This is an optimization exercise on Yosys and OpenROAD, whose aim is small area, a short achievable clock period and few clock cycles per item, not a production implementation.
Function was checked by simulation only, so behaviour that the tests miss may differ from the original.

## tensor_core
module tensor_core (
    input  wire clk,
    input  wire rst_n,
    input  wire [4*4*16-1:0] matrix_a,
    input  wire [4*4*16-1:0] matrix_b,
    input  wire [4*4*16-1:0] matrix_c,
    input  wire valid_in,
    output wire [4*4*16-1:0] matrix_d,
    output reg  valid_out
);
    reg [63:0] a_s0, a_s1, a_s2, a_s3;
    reg [31:0] b_s0, b_s1, b_s2, b_s3, b_s4, b_s5, b_s6;
    reg [9:0]  busy;      
    reg        run;       
    wire [63:0] a_k [0:3];
    wire [31:0] b_q [0:7];
    genvar n, k;
    generate
        for (k = 0; k < 4; k = k + 1) begin : KS
            for (n = 0; n < 4; n = n + 1) begin : RS
                assign a_k[k][n*16 +: 16] = matrix_a[(n*4+k)*16 +: 16];
            end
            for (n = 0; n < 2; n = n + 1) begin : CS
                assign b_q[2*k][n*16 +: 16]   = matrix_b[(k*4+2*n)*16 +: 16];
                assign b_q[2*k+1][n*16 +: 16] = matrix_b[(k*4+2*n+1)*16 +: 16];
            end
        end
    endgenerate
    wire a_shift = busy[0] | busy[2] | busy[4];
    always @(posedge clk) begin
        if (!run) begin
  ...
Size: roughly 1500 flip-flops, ~1000 I/O pins, roughly 0.11 mm2 of cells after synthesis.
Settings: LEC_CHECK=0, ABC_AREA=1, CAP_MARGIN=20, CORE_MARGIN=2, CORE_UTILIZATION=40, SETUP_SLACK_MARGIN=3.3, SLEW_MARGIN=20; clock period 7.0 ns.
run.sh (not shown) runs the stock make flow with config.mk's settings and CLKGATE_MAP_FILE= SYNTH_SCRIPT=/design/flow/synth_recipe.tcl, a recipe that flattens the netlist after the stock synthesis.
Testbench counts at the start, summed over its fixed seeds: cycles 4,232, items 384.
Next try:
--- a/flow/config.mk
+++ b/flow/config.mk
@@ -10,4 +10,3 @@
 export CORE_MARGIN = 2
 export CORE_UTILIZATION = 40
-export SETUP_SLACK_MARGIN = 3.3
 export SLEW_MARGIN = 20
- setup slack loses 1.0 ns
- routed wire length is lower by 0.77%
Next try:
--- a/flow/config.mk
+++ b/flow/config.mk
@@ -10,3 +10,4 @@
 export CORE_MARGIN = 2
 export CORE_UTILIZATION = 40
+export SETUP_SLACK_MARGIN = 3.0
 export SLEW_MARGIN = 20
Result: The new run passed the timing, design-rule and antenna checks. Fmax climbs by about a fifth. Global-route usage drops by 0.32 points. Worst setup slack improves by 0.75 ns. Via count climbs slightly. Design area climbs slightly.
Next try:
--- a/flow/config.mk
+++ b/flow/config.mk
@@ -10,4 +10,4 @@
 export CORE_MARGIN = 2
 export CORE_UTILIZATION = 40
-export SETUP_SLACK_MARGIN = 3.0
+export SETUP_SLACK_MARGIN = 3.6
 export SLEW_MARGIN = 20
Worst setup slack improves by 0.31 ns.
First-iteration DRC count climbs by a few percent.
Clock skew drops by 0.0052 ns.
Count of clock-buffer cells in the layout climbs by 1.
Global-route usage climbs by 1.3 points.
Sequential share of layout area drops by 1.7 points.

Starting RTL as in the previous note.
make LEC_CHECK=0 CAP_MARGIN=20 CORE_MARGIN=2 CORE_UTILIZATION=40 SETUP_SLACK_MARGIN=3.2 SLEW_MARGIN=20 finish   # period 7.0 ns
Testbench counts at the start, summed over its fixed seeds: cycles 4,232, items 384.
Edit:
ABC_AREA = 1   (was default)
SETUP_SLACK_MARGIN = 4.0   (was 3.2)
After rerunning: Routed wire length is higher by 12%. Worst hold slack hardly moves. First-iteration DRC count is higher by 14%. Setup slack improves by 0.44 ns. Core utilization is higher by 6.6 points. Design area is higher by 14%.
Edit:
ABC_AREA = default   (was 1)
SETUP_SLACK_MARGIN = 2.5   (was 4.0)
Sequential share of layout area climbs by 4.0 points.
Synthesized area went down by 1.1%.
Cell count falls by about 20%.
Core utilization came out lower by 9.3 points.
Via count came out lower by about 15%.
Worst setup slack degrades by 0.83 ns.
Clock-buffer cell count drops by 5.
Routed wire length decreases by 13%.
Edit:
ABC_AREA = 1   (was default)
PLACE_DENSITY = 0.7   (was default)
SETUP_SLACK_MARGIN = 3.6   (was 2.5)
Effect: Clock skew decreases by 0.026 ns; final cell count increases by 22%; setup slack gets better by 0.76 ns; cell area increases by 9.5%; area after synthesis increases by 1.1%; worst hold slack stays flat; core utilization increases by 4.0 points; register-to-register slack gets better by 0.76 ns.

## static timing again, ports no longer ideal
The results above use ideal ports. As a check the final layouts listed here were re-extracted and re-timed, cells and wires unchanged.
Step 1 assumes that a clkbuf_16 drives the clock port and a buf_2 every other input.
Step 2 moves the port delays by t, midway between the first and last clock arrival at a register: inputs arrive t later, outputs are due t later. That takes back most of the time a late clock gives input paths.
a / b / c = ideal / step 1 / step 2; a / b = the first two.
run | t (ns) | slack for setup (ns) | clock arrival spread, ns | slew at the worst register clock pin (ns) | cell pins on the clock port's net
the first run of note 1 | 0.954 | 3.306 / 3.233 / 2.455 | 0.065 / 0.065 | 0.08 / 0.08 | 1
the second run of note 1 | 0.974 | 2.269 / 2.269 / 1.936 | 0.105 / 0.105 | 0.07 / 0.07 | 1
the third run of note 1 | 0.967 | 3.020 / 3.020 / 2.270 | 0.120 / 0.120 | 0.07 / 0.07 | 1
the fourth run of note 1 | 0.985 | 3.332 / 3.332 / 2.470 | 0.125 / 0.126 | 0.07 / 0.07 | 1
the first run of note 2 | 0.961 | 2.949 / 2.949 / 2.352 | 0.115 / 0.115 | 0.07 / 0.07 | 1
the second run of note 2 | 0.968 | 3.391 / 3.391 / 2.501 | 0.121 / 0.122 | 0.07 / 0.07 | 1
the third run of note 2 | 0.965 | 2.565 / 2.565 / 1.805 | 0.132 / 0.132 | 0.07 / 0.07 | 1
the fourth run of note 2 | 0.972 | 3.321 / 3.321 / 2.433 | 0.113 / 0.113 | 0.07 / 0.07 | 1
After both steps every run listed still meets setup and hold. For the second run of note 2, which loses most, drivers alone change the setup slack by 0.000 ns; drivers and shift together by -0.890 ns.
